Background: an optimization exercise with open tools, aiming at small area. Do not read the settings as production practice. RTL that was checked went through simulation tests only; none was proved equivalent to the original. Only the layout flow was run in runs 3 to 7; the RTL was not checked for function there. Power and IR drop assume default switching activity.

## flow/design.v (module list and top-level ports; edited modules follow where they fit)
// module OneStage: 33 lines
// module mkSoundFSM0: 720 lines
// module mkSoundFSM1: 683 lines
// module mkSoundFSM2: 711 lines
// module mkSoundFSM3: 700 lines
// module mixer: 24 lines
// module sound_unit: 56 lines
module sound_unit (
    input         CLK,
    input         RST_N,
    input         cmd_wr,
    input  [3:0]  cmd_code,
    input         sync_lrclk,
    input  [7:0]  rom0_data,
    input  [7:0]  rom1_data,
    input  [7:0]  rom2_data,
    input  [7:0]  rom3_data,
    output [14:0] rom0_addr,
    output [14:0] rom1_addr,
    output [14:0] rom2_addr,
    output [14:0] rom3_addr,
    output        cmd_empty,
    output [15:0] mout,
    output        soundon,
    output        fNO9
);
  // ...
==> flow/run.sh <==
#!/bin/bash
# synth_recipe.tcl (not shown) runs the flow's synth.tcl, then flattens the netlist and writes it again
# the make line also repeats each setting of config.mk as NAME=value (left out here)
make -C /OpenROAD-flow-scripts/flow DESIGN_CONFIG=/design/flow/config.mk WORK_HOME=/design/flow/orfs CLKGATE_MAP_FILE= SYNTH_SCRIPT=/design/flow/synth_recipe.tcl finish
==> flow/config.mk <==
export PLATFORM = sky130hd
export DESIGN_NAME = sound_unit
export DESIGN_NICKNAME = sound_unit
export VERILOG_FILES = /design/flow/design.v
export SDC_FILE = /design/flow/constraint.sdc
export NUM_CORES = 4
export LEC_CHECK = 0
export CAP_MARGIN = 20
export CORE_MARGIN = 2
export CORE_UTILIZATION = 40
export SLEW_MARGIN = 20
==> flow/constraint.sdc <==
create_clock -name core_clock -period 10.0 [get_ports {CLK}]
set_input_delay 2.0000 -clock core_clock [delete_from_list [all_inputs] [get_ports {CLK}]]
set_output_delay 2.0000 -clock core_clock [all_outputs]
set_load 0.01 [all_outputs]
==> results.sh, run 1 <==
export IMPL_fin_crit_sh_pct=77.5
export IMPL_drv_slew=0
export IMPL_worst_slew_pin_slew_ns=1.10
export IMPL_viasPerCell=6.01
export IMPL_post_cts_buffers=0
export IMPL_powerDensity_nw_per_um2=193
export IMPL_clock_path_buffers=3
export IMPL_status="timing/DRC/antenna clean"
export IMPL_hold_class="reg2reg"
export IMPL_combPwrFrac_pct=33.0
export IMPL_netlist_instances=4225
export IMPL_r2r_start="ch2.state[3]"
export IMPL_crit_reg2reg_capture="ch2.dcount[12]"
export IMPL_route_met3_wl_um=5810
export IMPL_area_growth_pct=11.3
export IMPL_relSlewSlack_pct=26.5
export IMPL_fillers=8081
export IMPL_die_w_um=287
export IMPL_netSwitchingFraction_pct=38.0
export IMPL_synthMuxAreaShare_pct=1.13
export IMPL_p_clk_mw=2.15
export IMPL_die_y_um=287
export IMPL_fin_util_pct=45.1
export IMPL_drt_met1_wl_um=48600
export IMPL_vias=31600
export IMPL_cp_top_family="compound AO/OA/AOI/OAI gates"
export IMPL_whs_ns=0.442
export IMPL_finalCriticalPeriod_ns=7.75
export IMPL_power_frac_seq_pct=35.9
export IMPL_cp_depth=15
export IMPL_hp_start="ch1.worka[9]"
export IMPL_p_comb_mw=2.28
export IMPL_layout_commonest_cell="nand2_1"
export IMPL_antenna_found_initial=0
export IMPL_nNetsFinal=4383
export IMPL_use_met2_pct=38.1
export IMPL_top_power_group="sequential cells"
export IMPL_async_reset_ff_share_pct=0
export IMPL_r2r_cells=7
export IMPL_yosys_warnings=6
==> module OneStage, before the edit <==
module OneStage(
		input 	     srst,
		input 	     clk, 
		input 	     wr_en,
		input 	     wr_clk,
		input [3:0]  din,
		output reg [3:0] outp,
		output reg	     empty,
		input 	     rd_en,
		input 	     rd_clk
		);
   reg 			rd_dly, wr_dly;
   always@(posedge clk) begin
      if (srst) begin
	 rd_dly <= 0;
	 wr_dly <= 0;
      end else begin
	 rd_dly <= rd_en;
	 wr_dly <= wr_en;
      end
   end
   always@(posedge clk) begin
      if (srst) begin
	 outp <= 4'ha;
	 empty <= 1;
      end else if(wr_dly & wr_clk) begin
	 outp <= din;
	 empty <= 0;
      end else if (rd_dly & rd_clk) begin
	 empty <= 1;
      end
   end
endmodule  
==> module mixer, before the edit <==
module mixer(
	     input signed [7:0]   ch0, ch1, ch2, ch3,
	     input 		  son0, son1, son2, son3,
	     output signed [15:0] mout,
	     output  	  soundon
	     );
   wire signed [15:0] 		  tmp1;
   reg signed [15:0] 		  tmp2;
   function [15:0] signext (
			    input [7:0] in
			    );
      begin
         signext = {{9{in[7]^1'b1}},in[6:0]};
      end
   endfunction
   assign soundon = son0 | son1 | son2 | son3;
   assign tmp1 = signext(ch0) + signext(ch1) + signext(ch2) + signext(ch3);
   always @* begin
      if (tmp1 >= 256) tmp2 = 255;
      else if (tmp1 <= -257) tmp2 = -256;
      else tmp2 = tmp1;
   end
   assign mout = tmp2 << 6;
endmodule
==> module sound_unit, before the edit <==
module sound_unit (
    input         CLK,
    input         RST_N,
    input         cmd_wr,
    input  [3:0]  cmd_code,
    input         sync_lrclk,
    input  [7:0]  rom0_data,
    input  [7:0]  rom1_data,
    input  [7:0]  rom2_data,
    input  [7:0]  rom3_data,
    output [14:0] rom0_addr,
    output [14:0] rom1_addr,
    output [14:0] rom2_addr,
    output [14:0] rom3_addr,
    output        cmd_empty,
    output [15:0] mout,
    output        soundon,
    output        fNO9
);
  wire [3:0] code;
  wire       empty;
  wire [3:0] ren;
  wire [7:0] sd0, sd1, sd2, sd3;
  wire       son0, son1, son2, son3;
  wire [4:0] rs0, rs1, rs2, rs3;
  OneStage handshake (
      .srst (~RST_N),
      .clk  (CLK),
      .wr_en(cmd_wr),
      .wr_clk(1'b1),
      .din  (cmd_code),
      .outp (code),
      .empty(empty),
      .rd_en(|ren),
      .rd_clk(1'b1));
  mkSoundFSM0 ch0 (.CLK(CLK), .RST_N(RST_N), .sound_code(code),
      .rom_indata(rom0_data), .sync_lrclk(sync_lrclk), .empty_flag(empty),
      .readstate(rs0), .rom_address(rom0_addr), .sdout(sd0),
      .soundon(son0), .fNO9(fNO9), .fifo_ren(ren[0]));
  mkSoundFSM1 ch1 (.CLK(CLK), .RST_N(RST_N), .sound_code(code),
      .rom_indata(rom1_data), .sync_lrclk(sync_lrclk), .empty_flag(empty),
      .readstate(rs1), .rom_address(rom1_addr), .sdout(sd1),
      .soundon(son1), .fifo_ren(ren[1]));
  mkSoundFSM2 ch2 (.CLK(CLK), .RST_N(RST_N), .sound_code(code),
      .rom_indata(rom2_data), .sync_lrclk(sync_lrclk), .empty_flag(empty),
      .readstate(rs2), .rom_address(rom2_addr), .sdout(sd2),
      .soundon(son2), .fifo_ren(ren[2]));
  mkSoundFSM3 ch3 (.CLK(CLK), .RST_N(RST_N), .sound_code(code),
      .rom_indata(rom3_data), .sync_lrclk(sync_lrclk), .empty_flag(empty),
      .readstate(rs3), .rom_address(rom3_addr), .sdout(sd3),
      .soundon(son3), .fifo_ren(ren[3]));
  assign cmd_empty = empty;
  mixer mixer_0 (.ch0(sd0), .ch1(sd1), .ch2(sd2), .ch3(sd3),
      .son0(son0), .son1(son1), .son2(son2), .son3(son3),
      .mout(mout), .soundon(soundon));
endmodule
==> run 2: changes to the inputs <==
==> flow/design.v (replaced) <==
module OneStage(
    input            srst,
    input            clk,
    input            wr_en,
    input      [3:0] din,
    output reg [3:0] outp,
    output reg       empty,
    input            rd_en
);
  reg rd_dly, wr_dly;
  always @(posedge clk) begin
    if (srst) begin
      rd_dly <= 1'b0;
      wr_dly <= 1'b0;
      empty  <= 1'b1;
    end else begin
      rd_dly <= rd_en;
      wr_dly <= wr_en;
      if (wr_dly) empty <= 1'b0;
      else if (rd_dly) empty <= 1'b1;
    end
    if (wr_dly) outp <= din;
  end
endmodule
module sound_ch #(parameter CH = 0) (
    input             CLK,
    input             RST_N,
    input      [3:0]  sound_code,
    input      [7:0]  rom_indata,
    input             sync_lrclk,
    input             emptyf,
    output reg [14:0] rom_address,
    output reg [7:0]  sdout,
    output reg        soundon,
    output reg        fNO9,
    output            fifo_ren
);
  localparam [5:0]
    G0   = 6'd0,  G1   = 6'd1,  L0   = 6'd2,  L1   = 6'd3,
    F0   = 6'd4,  F1   = 6'd5,  D0   = 6'd6,  D1   = 6'd7,
    W0   = 6'd8,  W1   = 6'd9,
    FRC1 = 6'd16, FRM0 = 6'd17, FRM1 = 6'd18, FRM2 = 6'd19, FRC2 = 6'd20, FRC0 = 6'd21,
    DRC1 = 6'd24, DRM0 = 6'd25, DRM1 = 6'd26, DRM2 = 6'd27, DRC2 = 6'd28, DRC0 = 6'd29,
    P0   = 6'd48, P1   = 6'd52, P2   = 6'd56, P3   = 6'd60, P3M0 = 6'd61;
  reg  [5:0]  state;
  reg  [14:0] romaddr;
  reg  [14:0] dcount;
  reg  [1:0]  i;
  reg  [7:0]  romdata;
  reg         sonEarly;
  reg  [1:0]  cur;    
  wire own = (CH == 0) ? (sound_code == 4'd1 || sound_code == 4'd2 || sound_code == 4'd9) :
             (CH == 1) ? (sound_code == 4'd3) :
             (CH == 2) ? (sound_code[3:2] == 2'b01) :
                         (sound_code == 4'd8 || sound_code == 4'd10 || sound_code == 4'd11);
  wire intr_code = (CH == 0) ? (own && !fNO9) :
                   (CH == 3) ? (sound_code == 4'd8 || sound_code == 4'd11) : own;
  wire intr = intr_code && !emptyf;
  wire dzero = (dcount == 15'd0);
  wire stop = intr || dzero;
  wire ufo = (CH == 3) && cur == 2'b10;
  wire in_rc   = state[5:4] == 2'b01;
  wire rc_rm0  = in_rc && state[2:0] == 3'd1;
  wire rc_2    = in_rc && state[2:0] == 3'd4;
  wire play    = state[5:4] == 2'b11;
  wire p_main  = play && state[1:0] == 2'd0;    
  wire is_p3   = state == P3;
  reg [14:0] start;
  reg        load_start;
  always @* begin
    load_start = 1'b1;
    case (CH)
      0: start = cur[0] ? 15'd16 : fNO9 ? 15'd13110 : 15'd4334;
      1: start = 15'd16;
      2: case (cur)
           2'd0: start = 15'd16;
           2'd1: start = 15'd1282;
           2'd2: start = 15'd2852;
           default: start = 15'd4422;
         endcase
      default: begin
        start = cur[1] ? 15'd25984 : 15'd16;
        load_start = (cur != 2'b11);
      end
    endcase
  end
  reg [14:0] addb;
  always @* begin
    addb = 15'd0;
    if (state == F1) addb = dcount;
    else if (state == D1) addb = 15'h7fff;
    else if (state == D0 || rc_2) addb = 15'd4;
    else if (is_p3) addb = 15'd1;
    else if (rc_rm0) addb = {13'd0, i};
  end
  wire [14:0] sum = romaddr + addb;
  assign fifo_ren = (state == G1);
  reg [5:0] nstate;
  always @* begin
    nstate = state;
    case (state)
      G0: if (!emptyf && own) nstate = G1;
      G1: nstate = (CH == 3 && sound_code == 4'd11) ? G0 : L0;
      L0: if (sync_lrclk) nstate = L1;
      L1: if (!sync_lrclk) nstate = F0;
      F0: nstate = FRC0;
      F1: nstate = D0;
      D0: nstate = DRC0;
      D1: nstate = W0;
      W0: nstate = W1;
      W1: nstate = P0;
      FRC0, DRC0: nstate = {state[5:3], 3'd0};
      FRC2, DRC2: nstate = (i != 2'd0) ? {state[5:3], 3'd0} : (state[3] ? D1 : F1);
      P3: nstate = stop ? ((ufo && emptyf && !intr) ? L0 : G0) : P3M0;
      default: nstate = play ? {2'b11, state[3:0] + 4'd1} : state + 6'd1;
    endcase
  end
  always @(posedge CLK) begin
    romdata <= rom_indata;
    if (state == G0 && !emptyf && own) begin
      if (CH == 0) cur <= {1'b0, sound_code == 4'd1};
      else cur <= sound_code[1:0];
    end
    if (state == FRC0 || state == DRC0) i <= 2'd3;
    else if (rc_2 && i != 2'd0) i <= i - 2'd1;
    if (rc_2 && i == 2'd1) dcount[14:8] <= romdata[6:0];
    if (rc_2 && i == 2'd0) dcount[7:0] <= romdata;
    else if (is_p3 && !stop) dcount <= dcount - 15'd1;
    if (CH == 3 && !RST_N) romaddr <= 15'd0;
    else if (state == F0) begin
      if (load_start) romaddr <= start;
    end else if ((rc_2 && i == 2'd0) || state == F1 || state == D0 || state == D1 ||
                 (is_p3 && !stop))
      romaddr <= sum;
    if (!RST_N) begin
      state <= G0;
      rom_address <= 15'd0;
      sdout <= 8'h80;
      soundon <= 1'b0;
      sonEarly <= 1'b0;
      fNO9 <= 1'b0;
    end else begin
      state <= nstate;
      if (rc_rm0 || state == P3M0) rom_address <= sum;
      if (CH == 0 && state == G0 && !emptyf && own) fNO9 <= (sound_code == 4'd9);
      if (p_main) begin
        if (state == P0) begin
          sdout <= sonEarly ? romdata : 8'h80;
          soundon <= sonEarly;
          sonEarly <= 1'b1;
        end else if (is_p3 && stop) begin
          sdout <= 8'h80;
          soundon <= 1'b0;
          sonEarly <= 1'b0;
        end else
          sdout <= soundon ? romdata : 8'h80;
      end
    end
  end
endmodule
module mixer(
    input  [7:0]  ch0, ch1, ch2, ch3,
    input         son0, son1, son2, son3,
    output [15:0] mout,
    output        soundon
);
  wire [9:0] u = ch0 + ch1 + ch2 + ch3;
  wire [7:0] lo = (u[9] ^ u[8]) ? u[7:0] : {8{u[9]}};
  assign soundon = son0 | son1 | son2 | son3;
  assign mout = {~u[9], ~u[9], lo, 6'd0};
endmodule
module sound_unit (
    input         CLK,
    input         RST_N,
    input         cmd_wr,
    input  [3:0]  cmd_code,
    input         sync_lrclk,
    input  [7:0]  rom0_data,
    input  [7:0]  rom1_data,
    input  [7:0]  rom2_data,
    input  [7:0]  rom3_data,
    output [14:0] rom0_addr,
    output [14:0] rom1_addr,
    output [14:0] rom2_addr,
    output [14:0] rom3_addr,
    output        cmd_empty,
    output [15:0] mout,
    output        soundon,
    output        fNO9
);
  wire [3:0] code;
  wire       empty;
  wire [3:0] ren;
  wire [7:0] sd0, sd1, sd2, sd3;
  wire       son0, son1, son2, son3;
  wire [2:0] nc;
  reg        emptyf;    
  always @(posedge CLK)
    if (!RST_N) emptyf <= 1'b1;
    else emptyf <= empty;
  OneStage handshake (
      .srst (~RST_N),
      .clk  (CLK),
      .wr_en(cmd_wr),
      .din  (cmd_code),
      .outp (code),
      .empty(empty),
      .rd_en(|ren));
  sound_ch #(.CH(0)) ch0 (.CLK(CLK), .RST_N(RST_N), .sound_code(code),
      .rom_indata(rom0_data), .sync_lrclk(sync_lrclk), .emptyf(emptyf),
      .rom_address(rom0_addr), .sdout(sd0), .soundon(son0), .fNO9(fNO9),
      .fifo_ren(ren[0]));
  sound_ch #(.CH(1)) ch1 (.CLK(CLK), .RST_N(RST_N), .sound_code(code),
      .rom_indata(rom1_data), .sync_lrclk(sync_lrclk), .emptyf(emptyf),
      .rom_address(rom1_addr), .sdout(sd1), .soundon(son1), .fNO9(nc[0]),
      .fifo_ren(ren[1]));
  sound_ch #(.CH(2)) ch2 (.CLK(CLK), .RST_N(RST_N), .sound_code(code),
      .rom_indata(rom2_data), .sync_lrclk(sync_lrclk), .emptyf(emptyf),
      .rom_address(rom2_addr), .sdout(sd2), .soundon(son2), .fNO9(nc[1]),
      .fifo_ren(ren[2]));
  sound_ch #(.CH(3)) ch3 (.CLK(CLK), .RST_N(RST_N), .sound_code(code),
      .rom_indata(rom3_data), .sync_lrclk(sync_lrclk), .emptyf(emptyf),
      .rom_address(rom3_addr), .sdout(sd3), .soundon(son3), .fNO9(nc[2]),
      .fifo_ren(ren[3]));
  assign cmd_empty = empty;
  mixer mixer_0 (.ch0(sd0), .ch1(sd1), .ch2(sd2), .ch3(sd3),
      .son0(son0), .son1(son1), .son2(son2), .son3(son3),
      .mout(mout), .soundon(soundon));
endmodule
==> run 2 against run 1 <==
Compared with the run above: synthesized cell count fell by 49%; via count fell by 50%; final cell count fell by 46%; total power fell by 44%; clock power fell by 37%; non-clock buffer count fell by 39; register-to-register slack got worse by 0.75 ns; critical path depth rose by 4.
==> results.sh, run 2 <==
export IMPL_rows=77
export IMPL_layout_commonest_cell="nor2_1"
export IMPL_dieArea_um2=46400
export IMPL_slowest_stage="fa_1"
export IMPL_yosysTopAreaCell="dfxtp_1"
export IMPL_ys_seq_elements=298
export IMPL_overflow=0
export IMPL_worst_slew_pin_slew_ns=0.935
export IMPL_setup_tns_ns=0
export IMPL_wl_per_cell_um=18.2
export IMPL_post_cts_buffers=0
export IMPL_synth_area_leaders="dfxtp_1 25%, edfxtp_1 12%, ha_1 7.0%, nor2_1 6.2%, a21oi_1 5.3%"
export IMPL_finalCriticalPeriod_ns=7.20
export IMPL_synth_edff_count=71
export IMPL_dpl_cell_area_um2=19300
export IMPL_worstSetupEndpointType="output pin"
export IMPL_critPathRequiredTime_ns=8.00
export IMPL_powerDensity_nw_per_um2=188
export IMPL_grt_setup_unrepaired="false"
export IMPL_antenna_found_initial=3
export IMPL_grt_pass1_wl_um=81800
export IMPL_clock_path_buffers=3
export IMPL_regArea_um2=6680
export IMPL_vias=15900
export IMPL_power_leakage_nw=7.91
export IMPL_floorplan_initialDensity_pct=40.4
export IMPL_max_stage_delay_ns=0.53
export IMPL_start_kind="register"
export IMPL_root_buffer="clkbuf_16"
export IMPL_switching_power_mw=1.33
export IMPL_hold_viol=0
export IMPL_relSlewSlack_pct=37.5
export IMPL_nNetsFinal=2354
export IMPL_ys_seq_area_share_pct=37.3
export IMPL_maxCapViolCount=0
export IMPL_io_pin_count=119
export IMPL_multiInputGateArea_um2=10400
export IMPL_wirelength_um=51300
export IMPL_synth_ff_type="dfxtp_1"
export IMPL_syn_cell_area_um2=17900
export IMPL_critical_path_class="reg2out"
export IMPL_yosys_warnings=6
export IMPL_synth_most_common_cell="nor2_1"
export IMPL_area_growth_pct=15.0
export IMPL_firstDrtPassIters=5
export IMPL_grt_max_degree=70
export IMPL_drc=0
export IMPL_htree_levels=2
export IMPL_track_usage_pct=21.6
export IMPL_whs_ns=0.456
export IMPL_async_reset_ff_share_pct=0
export IMPL_ant_nets=0
export IMPL_cts_resized=0
export IMPL_hold_class="reg2reg"
export IMPL_power_frac_seq_pct=39.4
export IMPL_yosys_top_cells_count="294 x nor2_1, 227 x dfxtp_1, 199 x nand2_1"
export IMPL_fillers=4271
export IMPL_synth_cell_types=96
export IMPL_viasPerCell=5.63
export IMPL_die_w_um=215
export IMPL_design_area_um2=20600
export IMPL_antenna_cells=0
export IMPL_status="timing/DRC/antenna clean"
export IMPL_die_y_um=215
export IMPL_holdBufCountCts=0
export IMPL_critPathMaxFanout=8
export IMPL_grt_pass1_vias=15100
export IMPL_clkTransAtPathRegs_ns=0.07
export IMPL_place_congestion=0.865
export IMPL_synth_top_area_share_pct=25.4
export IMPL_critPathArrivalTime_ns=5.20
export IMPL_pwr_share_clk_pct=34.9
export IMPL_layout_drive_gt1_share_pct=5.34
export IMPL_fin_crit_sh_pct=72.0
export IMPL_combPwrFrac_pct=25.7
export IMPL_setup_viol=0
export IMPL_cp_cell_sequence="ha_1 > inv_1 > fa_1 > nor2b_1 > o21ai_0 > a21oi_1 > o21a_1 > nor2_1 > xor2_1 > fa_1 > inv_1 > ha_1 > nor4_1 > o21ai_0 > o211ai_1 > xnor2_1 > a32oi_1 > o21ai_0 > clkdlybuf4s50_1"
export IMPL_final_cell_mix="292 x nor2_1, 227 x dfxtp_1, 199 x nand2_1"
export IMPL_ir_drop_mv=0.134
export IMPL_drv_slew=0
export IMPL_core_area_um2=44200
export IMPL_p_int_mw=2.54
export IMPL_tritoncts="built"
export IMPL_place_hpwl_um=37300
export IMPL_crit_top_cell="o21ai_0"
export IMPL_clock_skew_ns=0.0143
export IMPL_clk_latency_ns=0.55
export IMPL_avgSynthCellArea_um2=8.35
export IMPL_port_buffers=112
export IMPL_clock_sinks=298
export IMPL_netSwitchingFraction_pct=34.4
export IMPL_cts_buffers=36
export IMPL_drtIter0Drc=1109
export IMPL_max_freq_ghz=0.139
export IMPL_netlist_instances=2143
==> run 2: per-stage QoR <==
step	worst slack, ns	util [%]	power [mW]	cells
5_1_grt	2.36	46.5	4.07	2820
2_1_floorplan	4.42	-	2.25	2148
6_report	2.80	46.5	3.88	2820
3_5_place_dp	3.49	43.8	2.52	2754
3_3_place_gp	3.74	43.7	2.50	2754
4_1_cts	2.87	46.5	3.89	2820
==> run 2: worst max-delay path, delay by kind of cell, from the launching register on <==
| kind | cells | cell delay [ns] |
|---|---|---|
| adder cells (fa/ha/maj) | 4 | 1.39 |
| AO/OA/AOI/OAI | 7 | 1.47 |
| flip-flops | 1 | 0.35 |
| XOR/XNOR | 2 | 0.29 |
| AND/OR/NAND/NOR | 3 | 0.53 |
| buffers and inverters | 3 | 0.62 |
==> run 2: area by class of cell <==
cell class	count	share of cell area, %
clock buffers	51	5.42
clock inverters	15	0.517
inverters	102	1.86
repair buffers	119	5.68
multi-input cells	1643	50.5
flip-flops and latches	298	32.4
well taps	592	3.60
==> run 2: per-layer routing <==
metal / vias to the layer above / global-route usage, % / wire length, um
met5: - / 0 / 16
met4: 2 / 7.84 / 1480
met3: 77 / 4.24 / 3130
met1: 7523 / 29.1 / 23600
li1: 7849 / - / -
met2: 433 / 34.5 / 23100
==> run 2: cells by family after synthesis <==
kind of cell    synth area share, %
compound gates                 21.8
xor+xnor                       4.11
fa+ha+maj                      8.56
buf+inv                        4.78
flops                          37.3
mux                            1.17
other cells                  0.0210
simple gates                   22.2
==> run 2: worst paths after layout <==
| path | start | endpoint | cells past startpoint | slack (ns) |
|---|---|---|---|---|
| worst min register to register | ch0.rom_address[1] | ch0.rom_address[1] | 2 | 0.46 |
| worst min-delay path | ch0.rom_address[1] | ch0.rom_address[1] | 2 | 0.46 |
| worst max-delay path | ch0.sdout[0] | mout[8] | 19 | 2.80 |
| worst max register to register | ch3.state[0] | ch3.rom_address[10] | 14 | 5.48 |
==> run 2: power by group through the flow <==
stage	combinational (mW)	clock (mW)	sequential (mW)
2_1_floorplan	0.779	0	1.47
3_3_place_gp	0.958	0	1.54
3_5_place_dp	0.973	0	1.55
4_1_cts	0.982	1.38	1.52
5_1_grt	1.10	1.43	1.55
6_report	0.996	1.35	1.53
==> run 3: changes to the inputs <==
--- a/flow/design.v
+++ b/flow/design.v
@@ -36,19 +36,19 @@
     output            fifo_ren
 );
   localparam [5:0]
-    G0   = 6'd0,  G1   = 6'd1,  L0   = 6'd2,  L1   = 6'd3,
-    F0   = 6'd4,  F1   = 6'd5,  D0   = 6'd6,  D1   = 6'd7,
-    W0   = 6'd8,  W1   = 6'd9,
-    FRC1 = 6'd16, FRM0 = 6'd17, FRM1 = 6'd18, FRM2 = 6'd19, FRC2 = 6'd20, FRC0 = 6'd21,
-    DRC1 = 6'd24, DRM0 = 6'd25, DRM1 = 6'd26, DRM2 = 6'd27, DRC2 = 6'd28, DRC0 = 6'd29,
+    G0   = 6'd0,  G1   = 6'd1,  L0   = 6'd2,  L1   = 6'd3,  F0   = 6'd4,
+    FRC0 = 6'd5,  FRC1 = 6'd6,  FRM0 = 6'd7,  FRM1 = 6'd8,  FRM2 = 6'd9,  FRC2 = 6'd10,
+    F1   = 6'd11, D0   = 6'd12,
+    DRC0 = 6'd13, DRC1 = 6'd14, DRM0 = 6'd15, DRM1 = 6'd16, DRM2 = 6'd17, DRC2 = 6'd18,
+    D1   = 6'd19, W0   = 6'd20, W1   = 6'd21,
     P0   = 6'd48, P1   = 6'd52, P2   = 6'd56, P3   = 6'd60, P3M0 = 6'd61;
   reg  [5:0]  state;
-  reg  [14:0] romaddr;
   reg  [14:0] dcount;
   reg  [1:0]  i;
   reg  [7:0]  romdata;
   reg         sonEarly;
-  reg  [1:0]  cur;    
+  reg  [1:0]  cur;     
+  reg         late3;   
   wire own = (CH == 0) ? (sound_code == 4'd1 || sound_code == 4'd2 || sound_code == 4'd9) :
              (CH == 1) ? (sound_code == 4'd3) :
              (CH == 2) ? (sound_code[3:2] == 2'b01) :
@@ -59,41 +59,57 @@
   wire dzero = (dcount == 15'd0);
   wire stop = intr || dzero;
   wire ufo = (CH == 3) && cur == 2'b10;
-  wire in_rc   = state[5:4] == 2'b01;
-  wire rc_rm0  = in_rc && state[2:0] == 3'd1;
-  wire rc_2    = in_rc && state[2:0] == 3'd4;
+  wire rc_rm0  = (state == FRM0) || (state == DRM0);
+  wire rc_2    = (state == FRC2) || (state == DRC2);
   wire play    = state[5:4] == 2'b11;
   wire p_main  = play && state[1:0] == 2'd0;    
   wire is_p3   = state == P3;
-  reg [14:0] start;
+  wire first   = (i == 2'd3);
+  reg [14:0] start3;
   reg        load_start;
   always @* begin
     load_start = 1'b1;
     case (CH)
-      0: start = cur[0] ? 15'd16 : fNO9 ? 15'd13110 : 15'd4334;
-      1: start = 15'd16;
+      0: start3 = cur[0] ? 15'd19 : fNO9 ? 15'd13113 : 15'd4337;
+      1: start3 = 15'd19;
       2: case (cur)
-           2'd0: start = 15'd16;
-           2'd1: start = 15'd1282;
-           2'd2: start = 15'd2852;
-           default: start = 15'd4422;
+           2'd0: start3 = 15'd19;
+           2'd1: start3 = 15'd1285;
+           2'd2: start3 = 15'd2855;
+           default: start3 = 15'd4425;
          endcase
       default: begin
-        start = cur[1] ? 15'd25984 : 15'd16;
+        start3 = cur[1] ? 15'd25987 : 15'd19;
         load_start = (cur != 2'b11);
       end
     endcase
   end
-  reg [14:0] addb;
+  wire use_dc = (state == F1) || is_p3;
+  wire ld_const = (state == FRM0) && first && load_start;
+  reg [14:0] addy;
   always @* begin
-    addb = 15'd0;
-    if (state == F1) addb = dcount;
-    else if (state == D1) addb = 15'h7fff;
-    else if (state == D0 || rc_2) addb = 15'd4;
-    else if (is_p3) addb = 15'd1;
-    else if (rc_rm0) addb = {13'd0, i};
-  end
-  wire [14:0] sum = romaddr + addb;
+    if (!RST_N) addy = 15'd0;
+    else if (state == F1) addy = 15'd11;
+    else if (is_p3) addy = 15'h7fff;
+    else if (state == DRM0 && first) addy = dcount;
+    else if (ld_const) addy = start3;
+    else if (state == FRM0 && first) addy = late3 ? 15'd6 : 15'd3;
+    else if (rc_rm0) addy = 15'h7fff;
+    else addy = soundon ? 15'd1 : 15'd4;       
+  end
+  wire [14:0] addx = (use_dc && RST_N) ? dcount : (ld_const || !RST_N) ? 15'd0 : rom_address;
+  function [14:0] radd15(input [14:0] a, input [14:0] b);
+    integer k;
+    reg c;
+    begin
+      c = 1'b0;
+      for (k = 0; k < 15; k = k + 1) begin
+        radd15[k] = a[k] ^ b[k] ^ c;
+        c = (a[k] & b[k]) | (c & (a[k] ^ b[k]));
+      end
+    end
+  endfunction
+  wire [14:0] sum = radd15(addx, addy);
   assign fifo_ren = (state == G1);
   reg [5:0] nstate;
   always @* begin
@@ -103,14 +119,9 @@
       G1: nstate = (CH == 3 && sound_code == 4'd11) ? G0 : L0;
       L0: if (sync_lrclk) nstate = L1;
       L1: if (!sync_lrclk) nstate = F0;
-      F0: nstate = FRC0;
-      F1: nstate = D0;
-      D0: nstate = DRC0;
-      D1: nstate = W0;
-      W0: nstate = W1;
+      FRC2: nstate = (i != 2'd0) ? FRC1 : F1;
+      DRC2: nstate = (i != 2'd0) ? DRC1 : D1;
       W1: nstate = P0;
-      FRC0, DRC0: nstate = {state[5:3], 3'd0};
-      FRC2, DRC2: nstate = (i != 2'd0) ? {state[5:3], 3'd0} : (state[3] ? D1 : F1);
       P3: nstate = stop ? ((ufo && emptyf && !intr) ? L0 : G0) : P3M0;
       default: nstate = play ? {2'b11, state[3:0] + 4'd1} : state + 6'd1;
     endcase
@@ -125,23 +136,20 @@
     else if (rc_2 && i != 2'd0) i <= i - 2'd1;
     if (rc_2 && i == 2'd1) dcount[14:8] <= romdata[6:0];
     if (rc_2 && i == 2'd0) dcount[7:0] <= romdata;
-    else if (is_p3 && !stop) dcount <= dcount - 15'd1;
-    if (CH == 3 && !RST_N) romaddr <= 15'd0;
-    else if (state == F0) begin
-      if (load_start) romaddr <= start;
-    end else if ((rc_2 && i == 2'd0) || state == F1 || state == D0 || state == D1 ||
-                 (is_p3 && !stop))
-      romaddr <= sum;
+    else if ((is_p3 && !stop) || state == F1) dcount <= sum;
+    if (CH == 3) begin
+      if (!RST_N) late3 <= 1'b0;
+      else if (is_p3 && stop) late3 <= !soundon;
+    end
+    if (!RST_N || rc_rm0 || state == P3M0) rom_address <= sum;
     if (!RST_N) begin
       state <= G0;
-      rom_address <= 15'd0;
       sdout <= 8'h80;
       soundon <= 1'b0;
       sonEarly <= 1'b0;
       fNO9 <= 1'b0;
     end else begin
       state <= nstate;
-      if (rc_rm0 || state == P3M0) rom_address <= sum;
       if (CH == 0 && state == G0 && !emptyf && own) fNO9 <= (sound_code == 4'd9);
       if (p_main) begin
         if (state == P0) begin
@@ -164,7 +172,21 @@
     output [15:0] mout,
     output        soundon
 );
-  wire [9:0] u = ch0 + ch1 + ch2 + ch3;
+  function [9:0] radd(input [8:0] a, input [8:0] b);
+    integer k;
+    reg c;
+    begin
+      c = 1'b0;
+      for (k = 0; k < 9; k = k + 1) begin
+        radd[k] = a[k] ^ b[k] ^ c;
+        c = (a[k] & b[k]) | (c & (a[k] ^ b[k]));
+      end
+      radd[9] = c;
+    end
+  endfunction
+  wire [8:0] s01 = radd({1'b0, ch0}, {1'b0, ch1});
+  wire [8:0] s23 = radd({1'b0, ch2}, {1'b0, ch3});
+  wire [9:0] u = radd(s01, s23);
   wire [7:0] lo = (u[9] ^ u[8]) ? u[7:0] : {8{u[9]}};
   assign soundon = son0 | son1 | son2 | son3;
   assign mout = {~u[9], ~u[9], lo, 6'd0};
--- a/flow/config.mk
+++ b/flow/config.mk
@@ -8,4 +8,7 @@
 export CAP_MARGIN = 20
 export CORE_MARGIN = 2
 export CORE_UTILIZATION = 40
+export CTS_BUF_LIST = sky130_fd_sc_hd__clkbuf_8
+export CTS_CLUSTER_DIAMETER = 50
+export CTS_CLUSTER_SIZE = 20
 export SLEW_MARGIN = 20
==> run 3 against run 2 <==
Compared with the run above: non-clock buffer count rose by 14; sequential share of layout area is 3.9 points higher; first-iteration DRC count fell by 20%; via count decreased by 33%; sequential cell count is 59 lower; still clean on timing, DRC and antenna; sequential power shrank 17%; maximum frequency fell by 17%; register-to-register slack got worse by 3.4 ns; clock power shrank 35%; utilization up 0.92 points; die area down 23%.
==> results.sh, run 3 <==
export IMPL_cts_buffers=30
export IMPL_synth_compound_area_share_pct=17.3
export IMPL_critPathRequiredTime_ns=10.52
export IMPL_clock_path_buffers=3
export IMPL_power_mw=2.81
export IMPL_ir_drop_mv=0.102
export IMPL_ys_seq_area_share_pct=42.4
export IMPL_cp_top_family="adder cells"
export IMPL_synth_ff_type="dfxtp_1"
export IMPL_rows=67
export IMPL_port_buffers=112
export IMPL_fin_util_pct=47.5
export IMPL_crit_top_cell="fa_1"
export IMPL_synth_top_area_share_pct=22.2
export IMPL_synth_edff_count=101
export IMPL_wl_met2_um=17100
export IMPL_drv_slew=0
export IMPL_die_y_um=189
export IMPL_status="timing/DRC/antenna clean"
export IMPL_route_met3_wl_um=1890
export IMPL_holdBufCountCts=0
export IMPL_htree_levels=1
export IMPL_synthMuxAreaShare_pct=4.95
export IMPL_synth_xor_area_share_pct=1.32
export IMPL_synth_cell_types=82
export IMPL_yosys_area_share_simple_pct=13.7
export IMPL_critical_path_class="in2reg"
export IMPL_max_stage_delay_ns=0.44
export IMPL_layout_drive_gt1_share_pct=8.07
export IMPL_fin_cells=1910
export IMPL_layout_commonest_cell="dfxtp_1"
export IMPL_max_freq_ghz=0.116
export IMPL_place_hpwl_um=26900
export IMPL_whs_ns=0.463
export IMPL_finalCriticalPeriod_ns=8.64
export IMPL_worstSetupEndpointType="register"
export IMPL_clk_latency_ns=0.62
export IMPL_antenna_found_initial=0
export IMPL_track_usage_pct=20.3
export IMPL_relSlewSlack_pct=28.3
export IMPL_wl_per_cell_um=18.9
export IMPL_dp_slack_ns=0.743
export IMPL_power_leakage_nw=6.27
export IMPL_setup_tns_ns=0
export IMPL_clock_sinks=239
export IMPL_start_kind="input port"
export IMPL_core_area_um2=33600
export IMPL_post_cts_buffers=0
export IMPL_grt_pass1_vias=10400
export IMPL_placed_cells=1854
export IMPL_io_pin_count=119
export IMPL_antenna_cells=0
export IMPL_vias=10600
export IMPL_slowest_stage="clkdlybuf4s50_1"
export IMPL_final_cell_mix="138 x dfxtp_1, 114 x nand2_1, 112 x clkdlybuf4s50_1"
export IMPL_design_area_um2=16000
export IMPL_synth_fa_ha_area_share_pct=15.1
export IMPL_viasPerCell=5.55
export IMPL_grt_setup_unrepaired="false"
export IMPL_hold_class="reg2reg"
export IMPL_dr_max_layer_used="met4"
export IMPL_crit_buf_inv=6
export IMPL_syn_cell_area_um2=13700
export IMPL_synth_top_family_by_area="compound AO/OA/AOI/OAI gates"
export IMPL_ff2ff_setup_slack_ns=2.13
export IMPL_area_growth_pct=16.7
export IMPL_drc=0
export IMPL_critPathArrivalTime_ns=9.16
export IMPL_worst_slew_pin_slew_ns=1.07
export IMPL_wirelength_um=36100
export IMPL_floorplan_initialDensity_pct=40.7
export IMPL_yosys_top_cells_count="138 x dfxtp_1, 114 x nand2_1, 101 x edfxtp_1"
export IMPL_clkTransAtPathRegs_ns=0.10
export IMPL_cts_resized=0
export IMPL_maxCapViolCount=0
export IMPL_tritoncts="built"
export IMPL_netlist_instances=1342
export IMPL_fin_ws_ns=1.36
export IMPL_ant_nets=0
export IMPL_avgSynthCellArea_um2=10.2
export IMPL_nNetsFinal=1593
export IMPL_synth_area_leaders="edfxtp_1 22%, dfxtp_1 20%, fa_1 11%, a22o_1 5.0%, ha_1 3.8%"
export IMPL_clock_skew_ns=0.0285
export IMPL_place_congestion=0.899
export IMPL_die_w_um=189
export IMPL_drtIter0Drc=889
export IMPL_critPathMaxFanout=15
export IMPL_dpl_cell_area_um2=15200
export IMPL_fin_crit_sh_pct=86.4
export IMPL_firstDrtPassIters=6
export IMPL_grt_pass1_wl_um=58200
export IMPL_synth_most_common_cell="dfxtp_1"
export IMPL_setup_viol=0
export IMPL_ys_seq_elements=239
export IMPL_async_reset_ff_share_pct=0
export IMPL_root_buffer="clkbuf_8"
export IMPL_yosys_warnings=10
export IMPL_overflow=0
export IMPL_powerDensity_nw_per_um2=176
export IMPL_drt_met1_wl_um=16400
export IMPL_grt_max_degree=19
export IMPL_yosysTopAreaCell="edfxtp_1"
export IMPL_dieArea_um2=35700
export IMPL_hold_viol=0
-- run 3: worst min-delay path, cell delays in order (launching register included) --
cell and delay [ns]:
dfxtp_1 0.32, nand2_1 0.05, a21oi_1 0.05
-- run 3: report_power, final --
part | total (mW) | leakage [nW] | internal (mW) | switching (mW)
registers | 1.27 | 2.12 | 1.13 | 0.138
logic | 0.663 | 3.77 | 0.293 | 0.370
clock network | 0.875 | 0.382 | 0.411 | 0.464
-- run 3: final cells by class --
class | count | area (um^2)
inverters | 97 | 364
fillers | 3126 | 17700
well taps | 448 | 561
multi-input cells | 937 | 7190
clock buffers | 31 | 427
flip-flops and latches | 239 | 5800
clock inverters | 25 | 335
repair buffers | 133 | 1280
-- run 3: logic make-up after synthesis --
group	after synthesis
AO/OA/AOI/OAI	352
multiplexers	64
adder cells (fa/ha/maj)	122
buffers and inverters	171
flip-flops	239
XOR/XNOR	19
AND/OR/NAND/NOR	374
other	1
-- run 3: routing by layer --
metal | up-vias | track usage (%)
li1 | 5035 | -
met1 | 5198 | 28.4
met2 | 317 | 33.4
met3 | 50 | 2.72
met4 | 0 | 4.78
met5 | - | 0
-- run 3: worst paths after layout --
| path | endpoint | from | cells after the start |
|---|---|---|---|
| worst max-delay path | ch2.dcount[13] | RST_N | 25 |
| worst min-delay path | ch2.sonEarly | ch2.sonEarly | 2 |
| worst max register to register | ch0.dcount[14] | ch0.state[0] | 25 |
| worst min register to register | ch2.sonEarly | ch2.sonEarly | 2 |
==> run 4: changes to the inputs <==
--- a/flow/config.mk
+++ b/flow/config.mk
@@ -8,7 +8,7 @@
 export CAP_MARGIN = 20
 export CORE_MARGIN = 2
 export CORE_UTILIZATION = 40
-export CTS_BUF_LIST = sky130_fd_sc_hd__clkbuf_8
-export CTS_CLUSTER_DIAMETER = 50
-export CTS_CLUSTER_SIZE = 20
+export CTS_BUF_LIST = sky130_fd_sc_hd__clkbuf_4
+export CTS_CLUSTER_DIAMETER = 30
+export CTS_CLUSTER_SIZE = 10
 export SLEW_MARGIN = 20
==> run 4 against run 3 <==
Compared with the run above: still clean on timing, DRC and antenna; register-to-register slack better by 0.02 ns; sequential share of layout area down 0.13 points; combinational power about the same; clock power up 2%; critical endpoint is now mout[7]; largest power group unchanged.
==> results.sh, run 4 <==
export IMPL_synth_edff_count=101
export IMPL_root_buffer="clkbuf_4"
export IMPL_syn_cell_area_um2=13700
export IMPL_clock_path_buffers=3
export IMPL_area_growth_pct=17.2
export IMPL_holdBufCountCts=0
export IMPL_layout_drive_gt1_share_pct=10.7
export IMPL_finalCriticalPeriod_ns=8.74
export IMPL_synthMuxAreaShare_pct=4.95
export IMPL_die_y_um=189
export IMPL_netlist_instances=1342
export IMPL_async_reset_ff_share_pct=0
export IMPL_maxCapViolCount=0
export IMPL_hold_depth=2
export IMPL_cts_resized=0
export IMPL_worstSetupEndpointType="output pin"
export IMPL_hold_class="reg2reg"
export IMPL_synth_top_family_by_area="compound AO/OA/AOI/OAI gates"
export IMPL_yosysTopAreaCell="edfxtp_1"
export IMPL_clk_latency_ns=0.75
export IMPL_ys_seq_elements=239
export IMPL_power_leakage_nw=6.34
export IMPL_synth_area_leaders="edfxtp_1 22%, dfxtp_1 20%, fa_1 11%, a22o_1 5.0%, ha_1 3.8%"
export IMPL_max_freq_ghz=0.114
export IMPL_synth_top_area_share_pct=22.2
export IMPL_dieArea_um2=35700
export IMPL_track_usage_pct=20.6
export IMPL_wl_per_cell_um=18.6
export IMPL_synth_xor_area_share_pct=1.32
export IMPL_critPathMaxFanout=9
export IMPL_synth_ff_type="dfxtp_1"
export IMPL_powerDensity_nw_per_um2=176
export IMPL_place_congestion=0.899
export IMPL_synth_most_common_cell="dfxtp_1"
export IMPL_layout_commonest_cell="dfxtp_1"
export IMPL_r2r_cells=25
export IMPL_clock_sinks=239
export IMPL_floorplan_initialDensity_pct=40.7
export IMPL_antenna_found_initial=2
export IMPL_critPathArrivalTime_ns=6.74
export IMPL_avgSynthCellArea_um2=10.2
export IMPL_tritoncts="built"
export IMPL_drc=0
export IMPL_clkTransAtPathRegs_ns=0.11
export IMPL_ir_drop_mv=0.0740
export IMPL_hp_start="handshake.rd_dly"
export IMPL_rows=67
export IMPL_grt_setup_unrepaired="false"
export IMPL_synth_cell_types=82
export IMPL_cts_buffers=54
export IMPL_wirelength_um=36400
export IMPL_vias=10800
export IMPL_clock_skew_ns=0.0642
export IMPL_yosys_top_cells_count="138 x dfxtp_1, 114 x nand2_1, 101 x edfxtp_1"
export IMPL_start_kind="register"
export IMPL_ys_seq_area_share_pct=42.4
export IMPL_die_w_um=189
export IMPL_ff2ff_setup_slack_ns=2.15
export IMPL_setup_tns_ns=0
export IMPL_final_cell_mix="138 x dfxtp_1, 114 x nand2_1, 112 x clkdlybuf4s50_1"
export IMPL_drv_slew=0
export IMPL_yosys_warnings=10
export IMPL_synth_compound_area_share_pct=17.3
export IMPL_r2r_start="ch0.state[0]"
export IMPL_setup_viol=0
export IMPL_hold_viol=0
export IMPL_worst_slew_pin_slew_ns=1.02
export IMPL_nNetsFinal=1617
export IMPL_core_area_um2=33600
export IMPL_viasPerCell=5.50
export IMPL_critical_path_class="reg2out"
export IMPL_yosys_area_share_simple_pct=13.7
export IMPL_drtIter0Drc=860
export IMPL_place_hpwl_um=26900
export IMPL_port_buffers=112
export IMPL_worst_hold_path_endpoint="handshake.empty"
export IMPL_grt_max_degree=19
export IMPL_post_cts_buffers=0
export IMPL_relSlewSlack_pct=31.3
export IMPL_fillers=3154
export IMPL_synth_fa_ha_area_share_pct=15.1
export IMPL_grt_pass1_vias=10600
export IMPL_grt_pass1_wl_um=58500
export IMPL_io_pin_count=119
export IMPL_crit_reg2reg_capture="ch0.dcount[14]"
export IMPL_firstDrtPassIters=5
export IMPL_power_mw=2.82
export IMPL_ant_nets=0
export IMPL_overflow=0
export IMPL_htree_levels=2
export IMPL_critPathRequiredTime_ns=8.00
export IMPL_fin_crit_sh_pct=87.4
export IMPL_status="timing/DRC/antenna clean"
-- run 4: cell counts after synthesis --
Identical to the previous run, type by type.
-- run 4: routing by layer --
layer	track usage, %	wire length (um)	up-vias
met3	3.84	1930	71
met4	6.67	924	0
met2	33.3	17200	320
li1	-	-	5117
met5	0	0	-
met1	28.0	16300	5265
-- run 4: how the worst max path moves through the flow --
stage / start / to / slack [ns] / depth (start not counted)
floorplan: RST_N / ch1.dcount[14] / 1.14 / 23
global placement: RST_N / ch2.dcount[13] / 0.84 / 25
detailed placement: RST_N / ch2.dcount[14] / 0.74 / 25
CTS: ch3.sdout[0] / mout[7] / 1.11 / 15
global route: ch3.sdout[0] / mout[7] / 1.03 / 15
finish: ch3.sdout[0] / mout[7] / 1.26 / 15
-- run 4: per-stage QoR --
step                instances  setup WS (ns)  util [%]  cell area (um^2)  hold WS (ns)
CTS                      1956           1.11      47.6             16000         0.462
global route             1958           1.03      47.6             16000         0.488
detailed placement       1854          0.743      45.2             15200         0.450
finish                   1958           1.26      47.6             16000         0.447
floorplan                1347           1.14         -             13700         0.427
global placement         1854          0.843      45.2             15200         0.443
-- run 4: area by class of cell --
| cell class | count | area (um^2) | area share (%) |
|---|---|---|---|
| Antenna cell | 2 | 5.00 | 0.0313 |
| Sequential cell | 239 | 5800 | 36.2 |
| Clock buffer | 62 | 465 | 2.91 |
| Timing Repair Buffer | 133 | 1280 | 7.99 |
| Inverter | 97 | 364 | 2.27 |
| Clock inverter | 40 | 350 | 2.19 |
| Multi-Input combinational cell | 937 | 7190 | 44.9 |
| Tap cell | 448 | 561 | 3.50 |
-- run 4: cells by family (layout without fill, tap and decap cells) --
group,after synthesis,in the layout
other cells,1,8
fa+ha+maj,122,122
compound gates,352,352
xor+xnor,19,19
buf+inv,171,332
flops,239,239
simple gates,374,374
mux,64,64
-- run 4: power by group --
part | internal, mW | switching, mW
Sequential | 1.13 | 0.140
Clock | 0.412 | 0.477
Combinational | 0.293 | 0.369
-- run 4: worst max-delay path, stage by stage, from the launching register on --
cell and delay (ns):
dfxtp_1 0.38, ha_1 0.15, inv_1 0.05, fa_1 0.45, fa_1 0.46, fa_1 0.46, fa_1 0.47, fa_1 0.46
fa_1 0.61, inv_1 0.07, fa_1 0.40, fa_1 0.38, fa_1 0.70, nor2_1 0.08, o21ai_0 0.29, clkdlybuf4s50_1 0.60
==> run 5: changes to the inputs <==
==> flow/flow/run.sh (new file) <==
#!/bin/bash
# Standard ORFS layout (the standard.sh, standard synthesis unchanged) with two
# layout choices: the smallest buffer for the port buffers, and a clock tree of
# clkbuf_4 cells in small clusters without dummy loads.
set -euo pipefail
bash standard.sh \
  BUFFER_PORTS_ARGS="-buffer_cell sky130_fd_sc_hd__buf_1" \
  CTS_ARGS="-sink_clustering_enable -repair_clock_nets -buf_list sky130_fd_sc_hd__clkbuf_4 -sink_clustering_size 10 -sink_clustering_max_diameter 30 -dont_use_dummy_load" \
  finish > standard_make.log 2>&1
==> flow/standard.sh (new file) <==
#!/bin/bash
# synth_recipe.tcl (not shown) runs the flow's synth.tcl, then flattens the netlist and writes it again
# the make line also repeats each setting of config.mk as NAME=value (left out here)
make -C /OpenROAD-flow-scripts/flow DESIGN_CONFIG=/design/flow/config.mk WORK_HOME=/design/flow/orfs CLKGATE_MAP_FILE= SYNTH_SCRIPT=/design/flow/synth_recipe.tcl "${@:-finish}"
--- a/flow/config.mk
+++ b/flow/config.mk
@@ -8,7 +8,4 @@
 export CAP_MARGIN = 20
 export CORE_MARGIN = 2
 export CORE_UTILIZATION = 40
-export CTS_BUF_LIST = sky130_fd_sc_hd__clkbuf_4
-export CTS_CLUSTER_DIAMETER = 30
-export CTS_CLUSTER_SIZE = 10
 export SLEW_MARGIN = 20
removed: flow/run.sh
==> run 5 against run 4 <==
Compared with the run above: synthesized cell count did not move; cell area shrank 6.9%; sequential cell count unchanged; via count shrank 0.81%; count of clock-buffer cells in the layout is 7 lower; sequential power about the same; area after synthesis did not move; largest power group unchanged; final cell count down 2.5%; clock power shrank 33%; global-route usage fell by 0.85 points; hold slack got worse by 0.028 ns; critical endpoint is now ch1.dcount[14]; utilization fell by 3.3 points.
==> results.sh, run 5 <==
export IMPL_status="timing/DRC/antenna clean"
export IMPL_track_usage_pct=19.8
export IMPL_place_hpwl_um=26500
export IMPL_max_freq_ghz=0.119
export IMPL_synth_cell_types=82
export IMPL_netlist_instances=1342
export IMPL_cp_top_family="adder cells"
export IMPL_fin_crit_sh_pct=84.2
export IMPL_clock_path_buffers=3
export IMPL_start_kind="input port"
export IMPL_die_y_um=189
export IMPL_netSwitchingFraction_pct=34.2
export IMPL_antenna_found_initial=1
export IMPL_synth_most_common_cell="dfxtp_1"
export IMPL_grt_pass1_wl_um=56200
export IMPL_relSlewSlack_pct=33.8
export IMPL_yosys_top_cells_count="138 x dfxtp_1, 114 x nand2_1, 101 x edfxtp_1"
export IMPL_grt_max_degree=22
export IMPL_crit_buf_inv=4
export IMPL_maxCapViolCount=0
export IMPL_place_congestion=0.898
export IMPL_setup_tns_ns=0
export IMPL_cp_cell_sequence="buf_1 > o31ai_1 > buf_4 > nor3_1 > buf_4 > a22o_1 > ha_1 > fa_1 > fa_1 > fa_1 > fa_1 > fa_1 > fa_1 > fa_1 > fa_1 > fa_1 > fa_1 > fa_1 > fa_1 > inv_1 > fa_1 > xnor3_1 > a21o_1"
export IMPL_setup_viol=0
export IMPL_drc=0
export IMPL_htree_levels=2
export IMPL_root_buffer="clkbuf_4"
export IMPL_avgSynthCellArea_um2=10.2
export IMPL_cts_buffers=55
export IMPL_io_pin_count=119
export IMPL_fin_ws_ns=1.58
export IMPL_wl_per_cell_um=18.7
export IMPL_synth_ff_type="dfxtp_1"
export IMPL_powerDensity_nw_per_um2=168
export IMPL_dp_slack_ns=0.924
export IMPL_worst_slew_pin_slew_ns=0.991
export IMPL_critical_path_class="in2reg"
export IMPL_yosysTopAreaCell="edfxtp_1"
export IMPL_floorplan_initialDensity_pct=40.7
export IMPL_power_leakage_nw=5.85
export IMPL_slowest_stage="fa_1"
export IMPL_holdBufCountCts=0
export IMPL_hold_depth=1
export IMPL_p_int_mw=1.64
export IMPL_hold_class="reg2reg"
export IMPL_clkTransAtPathRegs_ns=0.11
export IMPL_clock_skew_ns=0.0772
export IMPL_clock_sinks=239
export IMPL_wirelength_um=35700
export IMPL_rows=67
export IMPL_power_mw=2.50
export IMPL_yosys_warnings=10
export IMPL_firstDrtPassIters=5
export IMPL_fin_cells=1910
export IMPL_switching_power_mw=0.854
export IMPL_layout_drive_gt1_share_pct=8.01
export IMPL_use_met3_pct=3.56
export IMPL_critPathRequiredTime_ns=10.61
export IMPL_synth_top_area_share_pct=22.2
export IMPL_vias=10700
export IMPL_whs_ns=0.418
export IMPL_die_w_um=189
export IMPL_power_frac_seq_pct=50.9
export IMPL_viasPerCell=5.59
export IMPL_grt_setup_unrepaired="false"
export IMPL_dieArea_um2=35700
export IMPL_post_cts_buffers=0
export IMPL_cts_resized=0
export IMPL_critPathArrivalTime_ns=9.03
export IMPL_ir_drop_mv=0.0829
export IMPL_layout_commonest_cell="dfxtp_1"
export IMPL_finalCriticalPeriod_ns=8.42
export IMPL_drv_slew=0
export IMPL_hold_viol=0
export IMPL_tritoncts="built"
export IMPL_synth_area_leaders="edfxtp_1 22%, dfxtp_1 20%, fa_1 11%, a22o_1 5.0%, ha_1 3.8%"
export IMPL_area_growth_pct=9.05
export IMPL_ys_seq_elements=239
export IMPL_fillers=3237
export IMPL_cp_depth=23
export IMPL_async_reset_ff_share_pct=0
export IMPL_use_met1_pct=27.1
export IMPL_worstSetupEndpointType="register"
export IMPL_overflow=0
export IMPL_crit_top_cell="fa_1"
export IMPL_grt_busiest_layer="met2"
export IMPL_nNetsFinal=1618
export IMPL_drtIter0Drc=927
export IMPL_core_area_um2=33600
export IMPL_grt_pass1_vias=10200
export IMPL_critPathMaxFanout=15
export IMPL_ant_nets=0
export IMPL_placed_cells=1854
export IMPL_max_stage_delay_ns=0.41
export IMPL_final_cell_mix="138 x dfxtp_1, 114 x nand2_1, 112 x buf_1"
export IMPL_syn_cell_area_um2=13700
export IMPL_use_met2_pct=31.9
export IMPL_clk_latency_ns=0.73
export IMPL_port_buffers=112
export IMPL_synth_edff_count=101
export IMPL_r2r_cells=25
export IMPL_ys_seq_area_share_pct=42.4
export IMPL_pwr_share_clk_pct=23.9
export IMPL_combPwrFrac_pct=25.2
-- run 5: changes by cell type in the layout (fill, tap and decap cells not counted), moves of 6 or more --
cell / before / now
buf_1: 0 / 112
clkbuf_4: 62 / 55
clkdlybuf4s50_1: 112 / 0
clkinv_2: 9 / 0
clkinv_4: 7 / 0
clkinvlp_4: 6 / 0
inv_6: 9 / 0
-- run 5: power by group through the flow --
stage          logic, mW  clock network, mW  registers, mW
6_report           0.630              0.595           1.27
5_1_grt            0.712              0.656           1.29
4_1_cts            0.626              0.618           1.27
3_5_place_dp       0.623                  0           1.29
3_3_place_gp       0.613                  0           1.29
2_1_floorplan      0.493                  0           1.24
-- run 5: final timing paths --
path                                       from              to  slack, ns
worst min register to register  handshake.empty          emptyf       0.42
worst min-delay path            handshake.empty          emptyf       0.42
worst max register to register     ch2.state[0]  ch2.dcount[14]       2.15
worst max-delay path                      RST_N  ch1.dcount[14]       1.58
-- run 5: metal layers --
layer,up-vias,share of wire [%]
met5,-,0
met4,0,2.3
met3,64,5.8
met2,352,47
met1,5208,45
li1,5062,-
-- run 5: final cells by class --
cell class                      instances  area (um^2)  share of cell area [%]
Multi-Input combinational cell        937         7190                    48.2
Sequential cell                       239         5800                    38.9
Timing Repair Buffer                  133          578                    3.88
Tap cell                              448          561                    3.76
Clock buffer                           55          413                    2.77
Inverter                               97          364                    2.44
Antenna cell                            1         2.50                  0.0168
-- run 5: stage by stage --
stage	instance area, um^2	util (%)
6_report	14900	44.3
3_3_place_gp	14500	43.1
5_1_grt	14900	44.3
4_1_cts	14900	44.3
3_5_place_dp	14500	43.1
2_1_floorplan	13700	-
-- run 5: cells by family (layout without fill, tap and decap cells) --
kind of cell	after synthesis	in the layout	share of synthesized area [%]
AOI/OAI and AO/OA	352	352	17.3
xor gates and xnor gates	19	19	1.32
adders and majority gates	122	122	15.1
buffers and inverters	171	285	5.13
DFF	239	239	42.4
muxes	64	64	4.95
other	1	7	0.0274
and+or+nand+nor	374	374	13.7
==> run 6: changes to the inputs <==
--- a/flow/flow/run.sh
+++ b/flow/flow/run.sh
@@ -6,4 +6,5 @@
 bash standard.sh \
   BUFFER_PORTS_ARGS="-buffer_cell sky130_fd_sc_hd__buf_1" \
   CTS_ARGS="-sink_clustering_enable -repair_clock_nets -buf_list sky130_fd_sc_hd__clkbuf_4 -sink_clustering_size 10 -sink_clustering_max_diameter 30 -dont_use_dummy_load" \
+  GPL_TIMING_DRIVEN=0 \
   finish > standard_make.log 2>&1
==> run 6 against run 5 <==
Compared with the run above: non-clock buffer count rose by 55; count of clock-buffer cells in the layout up 2; critical path type unchanged; still clean on timing, DRC and antenna; largest cell class unchanged; sequential power about the same; maximum frequency fell by 11%; critical path depth down 1.
==> results.sh, run 6 <==
export IMPL_layout_commonest_cell="dfxtp_1"
export IMPL_port_buffers=110
export IMPL_async_reset_ff_share_pct=0
export IMPL_start_kind="input port"
export IMPL_cp_top_family="adder cells"
export IMPL_critPathArrivalTime_ns=10.00
export IMPL_io_pin_count=119
export IMPL_r2r_start="ch1.state[1]"
export IMPL_worst_hold_path_endpoint="ch2.sonEarly"
export IMPL_synth_top_area_share_pct=22.2
export IMPL_grt_setup_unrepaired="false"
export IMPL_worst_slew_pin_slew_ns=0.996
export IMPL_ys_seq_area_share_pct=42.4
export IMPL_clock_skew_ns=0.0493
export IMPL_maxCapViolCount=0
export IMPL_ff2ff_setup_slack_ns=1.76
export IMPL_hold_class="reg2reg"
export IMPL_crit_top_cell="fa_1"
export IMPL_clkTransAtPathRegs_ns=0.06
export IMPL_synth_most_common_cell="dfxtp_1"
export IMPL_worstSetupEndpointType="register"
export IMPL_area_growth_pct=10.8
export IMPL_fin_util_pct=45.0
export IMPL_track_usage_pct=21.4
export IMPL_max_freq_ghz=0.106
export IMPL_critPathMaxFanout=13
export IMPL_synth_edff_count=101
export IMPL_crit_buf_inv=5
export IMPL_clk_latency_ns=0.71
export IMPL_layout_drive_gt1_share_pct=8.56
export IMPL_synth_cell_types=82
export IMPL_critPathRequiredTime_ns=10.58
export IMPL_antenna_found_initial=1
export IMPL_tritoncts="built"
export IMPL_final_cell_mix="138 x dfxtp_1, 114 x nand2_1, 110 x buf_1"
export IMPL_wirelength_um=37600
export IMPL_floorplan_initialDensity_pct=40.7
export IMPL_place_congestion=0.900
export IMPL_synth_ff_type="dfxtp_1"
export IMPL_hp_start="ch2.sonEarly"
export IMPL_clock_sinks=239
export IMPL_r2r_cells=23
export IMPL_viasPerCell=5.55
export IMPL_hold_viol=0
export IMPL_critical_path_class="in2reg"
export IMPL_fin_crit_sh_pct=94.3
export IMPL_ir_drop_mv=0.0692
export IMPL_grt_pass1_wl_um=60500
export IMPL_place_hpwl_um=28100
export IMPL_cts_buffers=57
export IMPL_drc=0
export IMPL_avgSynthCellArea_um2=10.2
export IMPL_vias=10900
export IMPL_wl_per_cell_um=19.1
export IMPL_netlist_instances=1342
export IMPL_ant_nets=0
export IMPL_syn_cell_area_um2=13700
export IMPL_nNetsFinal=1675
export IMPL_yosys_warnings=10
export IMPL_ys_seq_elements=239
export IMPL_power_mw=2.53
export IMPL_slowest_stage="inv_1"
export IMPL_yosys_top_cells_count="138 x dfxtp_1, 114 x nand2_1, 101 x edfxtp_1"
export IMPL_holdBufCountCts=0
export IMPL_drtIter0Drc=841
export IMPL_dieArea_um2=35700
export IMPL_root_buffer="clkbuf_4"
export IMPL_drv_slew=0
export IMPL_power_leakage_nw=5.97
export IMPL_setup_viol=0
export IMPL_firstDrtPassIters=7
export IMPL_grt_pass1_vias=11000
export IMPL_core_area_um2=33600
export IMPL_relSlewSlack_pct=33.1
export IMPL_rows=67
export IMPL_overflow=0
export IMPL_hold_depth=2
export IMPL_yosysTopAreaCell="edfxtp_1"
export IMPL_cp_cell_sequence="clkbuf_1 > inv_1 > clkbuf_1 > buf_2 > a31oi_1 > ha_1 > fa_1 > fa_1 > fa_1 > fa_1 > fa_1 > fa_1 > fa_1 > fa_1 > fa_1 > fa_1 > fa_1 > fa_1 > inv_1 > fa_1 > xnor3_1 > a21o_1"
export IMPL_htree_levels=2
export IMPL_status="timing/DRC/antenna clean"
export IMPL_die_w_um=189
export IMPL_die_y_um=189
export IMPL_finalCriticalPeriod_ns=9.43
export IMPL_crit_reg2reg_capture="ch1.dcount[14]"
export IMPL_synth_area_leaders="edfxtp_1 22%, dfxtp_1 20%, fa_1 11%, a22o_1 5.0%, ha_1 3.8%"
export IMPL_max_stage_delay_ns=0.65
export IMPL_powerDensity_nw_per_um2=167
export IMPL_clock_path_buffers=3
export IMPL_grt_max_degree=16
run 6: cell types whose count changed in the layout (fill, tap and decap cells not counted), moves of 2 or more:
cell      previous run  this run
clkbuf_4            55        57
buf_1              112       110
buf_6                0         2
buf_4               21        11
buf_2                0        15
clkbuf_1             0        48
run 6: cell type report:
class                   instances  area, um^2
inverters                      97         364
well taps                     448         561
diodes                          1        2.50
multi-input cells             937        7200
flip-flops and latches        239        5800
plain buffers                  73         335
clock buffers                  57         428
repair buffers                115         458
fillers                      3215       18500
run 6: how the worst max path moves through the flow:
stage               cells past startpoint             end  slack, ns  start
CTS                                    24  ch0.dcount[14]       0.12  RST_N
detailed placement                     23  ch1.dcount[14]      -0.78  RST_N
global placement                       23  ch1.dcount[14]      -0.73  RST_N
finish                                 22  ch1.dcount[14]       0.57  RST_N
floorplan                              23  ch1.dcount[14]       1.14  RST_N
global route                           22  ch1.dcount[14]       0.21  RST_N
run 6: worst min-delay path: cells and delay by family (launching register included):
family	cells	cell delay (ns)
flops	1	0.31
simple gates	1	0.05
compound gates	1	0.05
run 6: per-stage QoR:
| step | instances | area, um^2 | setup TNS, ns | setup slack, ns | hold slack (ns) |
|---|---|---|---|---|---|
| 2_1_floorplan | 1347 | 13700 | 0 | 1.14 | 0.427 |
| 3_3_place_gp | 1905 | 14700 | -8.03 | -0.733 | 0.446 |
| 3_5_place_dp | 1910 | 14700 | -8.88 | -0.779 | 0.451 |
| 4_1_cts | 1967 | 15100 | 0 | 0.117 | 0.458 |
| 5_1_grt | 1967 | 15100 | 0 | 0.212 | 0.485 |
| 6_report | 1967 | 15100 | 0 | 0.573 | 0.456 |
run 6: logic make-up (layout without fill, tap and decap cells):
group / count (synthesis) / after routing / synth area share, %
flip-flops: 239 / 239 / 42.4
XOR/XNOR: 19 / 19 / 1.32
AO/OA/AOI/OAI: 352 / 352 / 17.3
buffers and inverters: 171 / 342 / 5.13
AND/OR/NAND/NOR: 374 / 374 / 13.7
multiplexers: 64 / 64 / 4.95
other: 1 / 7 / 0.0274
adder cells (fa/ha/maj): 122 / 122 / 15.1
run 6: repair_timing:
item	CTS	global route
resized for setup	1	2
buffers inserted	0	0
setup endpoints to repair	2	9
run 6: power breakdown:
group | switching [mW] | internal [mW]
combinational | 0.397 | 0.269
sequential | 0.115 | 1.13
clock | 0.356 | 0.257
total | 0.868 | 1.66
run 6: layer usage:
layer	GRT usage (%)	vias up	routed length, um
met2	35.1	328	17900
met1	28.6	5336	16700
met5	0	-	0
met4	7.18	0	926
li1	-	5189	-
met3	3.71	65	2050
==> run 7: changes to the inputs <==
--- a/flow/flow/run.sh
+++ b/flow/flow/run.sh
@@ -6,5 +6,5 @@
 bash standard.sh \
   BUFFER_PORTS_ARGS="-buffer_cell sky130_fd_sc_hd__buf_1" \
   CTS_ARGS="-sink_clustering_enable -repair_clock_nets -buf_list sky130_fd_sc_hd__clkbuf_4 -sink_clustering_size 10 -sink_clustering_max_diameter 30 -dont_use_dummy_load" \
-  GPL_TIMING_DRIVEN=0 \
+  SLEW_MARGIN=0 CAP_MARGIN=0 \
   finish > standard_make.log 2>&1
==> run 7 against run 6 <==
Compared with the run above: clock power decreased by 3%; count of clock-buffer cells in the layout decreased by 2; synthesized cell count unchanged; die area unchanged; hold slack got worse by 0.038 ns; sequential cell count unchanged; via count decreased by 2.1%; maximum frequency increased by 12%; non-clock buffer count decreased by 55; critical path type unchanged; critical endpoint unchanged.
==> results.sh, run 7 <==
export IMPL_wirelength_um=35700
export IMPL_ir_drop_mv=0.0829
export IMPL_regArea_um2=5800
export IMPL_max_freq_ghz=0.119
export IMPL_tritoncts="built"
export IMPL_grt_pass1_vias=10200
export IMPL_overflow=0
export IMPL_clk_latency_ns=0.73
export IMPL_synth_fa_ha_area_share_pct=15.1
export IMPL_antenna_found_initial=1
export IMPL_cts_buffers=55
export IMPL_die_y_um=189
export IMPL_port_buffers=112
export IMPL_firstDrtPassIters=5
export IMPL_start_kind="input port"
export IMPL_ys_seq_area_share_pct=42.4
export IMPL_holdBufCountCts=0
export IMPL_fin_ws_ns=1.58
export IMPL_async_reset_ff_share_pct=0
export IMPL_vias=10700
export IMPL_clock_path_buffers=3
export IMPL_crit_top_cell="fa_1"
export IMPL_grt_max_degree=22
export IMPL_grt_pass1_wl_um=56200
export IMPL_synth_top_area_share_pct=22.2
export IMPL_nNetsFinal=1618
export IMPL_core_area_um2=33600
export IMPL_power_leakage_nw=5.85
export IMPL_root_buffer="clkbuf_4"
export IMPL_worst_slew_pin_slew_ns=0.991
export IMPL_clkTransAtPathRegs_ns=0.11
export IMPL_synth_most_common_cell="dfxtp_1"
export IMPL_layout_commonest_cell="dfxtp_1"
export IMPL_synth_top_family_by_area="compound AO/OA/AOI/OAI gates"
export IMPL_io_pin_count=119
export IMPL_synth_ff_type="dfxtp_1"
export IMPL_status="timing/DRC/antenna clean"
export IMPL_synthMuxAreaShare_pct=4.95
export IMPL_critPathRequiredTime_ns=10.61
export IMPL_area_growth_pct=9.05
export IMPL_drtIter0Drc=927
export IMPL_synth_cell_types=82
export IMPL_netlist_instances=1342
export IMPL_setup_tns_ns=0
export IMPL_viasPerCell=5.59
export IMPL_die_w_um=189
export IMPL_critPathArrivalTime_ns=9.03
export IMPL_clock_sinks=239
export IMPL_fillers=3237
## run 7: changes by cell type in the layout (fill, tap and decap cells not counted)
cell | before | now
o21ai_2 | 1 | 0
clkbuf_1 | 48 | 0
o21ai_1 | 16 | 17
clkinv_1 | 0 | 1
inv_1 | 97 | 96
buf_2 | 15 | 0
buf_6 | 2 | 0
buf_8 | 1 | 0
clkbuf_2 | 1 | 0
clkbuf_4 | 57 | 55
buf_1 | 110 | 112
buf_4 | 11 | 21
nor4_1 | 14 | 15
nor4_2 | 2 | 1
## run 7: path summary, 6_finish.rpt
kind,slack [ns],endpoint,depth (start not counted),startpoint
max,1.58,ch1.dcount[14],23,RST_N
min,0.42,emptyf,1,handshake.empty
max reg2reg,2.15,ch2.dcount[14],25,ch2.state[0]
min reg2reg,0.42,emptyf,1,handshake.empty
## run 7: cells by family (layout without fill, tap and decap cells)
logic type / after synthesis / count (layout)
xor+xnor: 19 / 19
flops: 239 / 239
buf+inv: 171 / 285
other cells: 1 / 7
fa+ha+maj: 122 / 122
mux: 64 / 64
simple gates: 374 / 374
compound gates: 352 / 352
## run 7: per-layer routing
metal | up-vias | part of all wire [%]
li1 | 5062 | -
met1 | 5208 | 45
met2 | 352 | 47
met3 | 64 | 5.8
met4 | 0 | 2.3
met5 | - | 0
## run 7: power by group
part           switching (mW)  internal, mW  leakage, nW  total [mW]
Combinational           0.367         0.263         3.47       0.630
Sequential              0.138          1.13         2.12        1.27
Clock                   0.349         0.247        0.253       0.595
## run 7: final cells by class
cell class	instances	share of cell area, %
antenna	1	0.0168
clock buffer	55	2.77
inverter	97	2.44
multi-input combinational	937	48.2
sequential	239	38.9
tap	448	3.76
timing repair buffer	133	3.88
## run 7: critical path: cells and delay by family
kind / cells / cell delay, ns
AOI/OAI and AO/OA: 3 / 0.59
xor gates and xnor gates: 1 / 0.40
adders and majority gates: 14 / 5.13
buffers and inverters: 4 / 0.83
and+or+nand+nor: 1 / 0.08
## run 7: through the flow
stage,cells,util [%],power [mW]
after floorplan,1347,-,1.73
after global placement,1854,43.1,1.90
after detailed placement,1854,43.1,1.91
after CTS,1909,44.3,2.51
after global routing,1910,44.3,2.66
final,1910,44.3,2.50

port drivers added, routing unchanged:
Ports are ideal in the flow. The routed layouts listed here were re-timed in OpenROAD. Step 1, drivers: a clkbuf_16 drives CLK and a buf_2 each remaining input, both assumed. Step 2, shift: input delay + t, output delay - t, t = (earliest + latest rising clock arrival at the registers) / 2. This alone moves slack from input paths to output paths. Three values: no drivers, after step 1, after step 2; two values: the first two.
run	t (ns)	setup WS [ns]
run 1	0.681	2.247 / 2.185 / 2.866
run 2	0.601	2.804 / 2.748 / 3.349
run 3	0.647	1.359 / 1.357 / 0.727
run 4	0.770	1.261 / 1.212 / 0.725
run 5	0.738	1.580 / 1.595 / 0.856
run 6	0.735	0.573 / 0.592 / -0.143
run 7	0.738	1.580 / 1.595 / 0.856
With both steps, setup timing fails in run 6, where it was met with ideal ports.
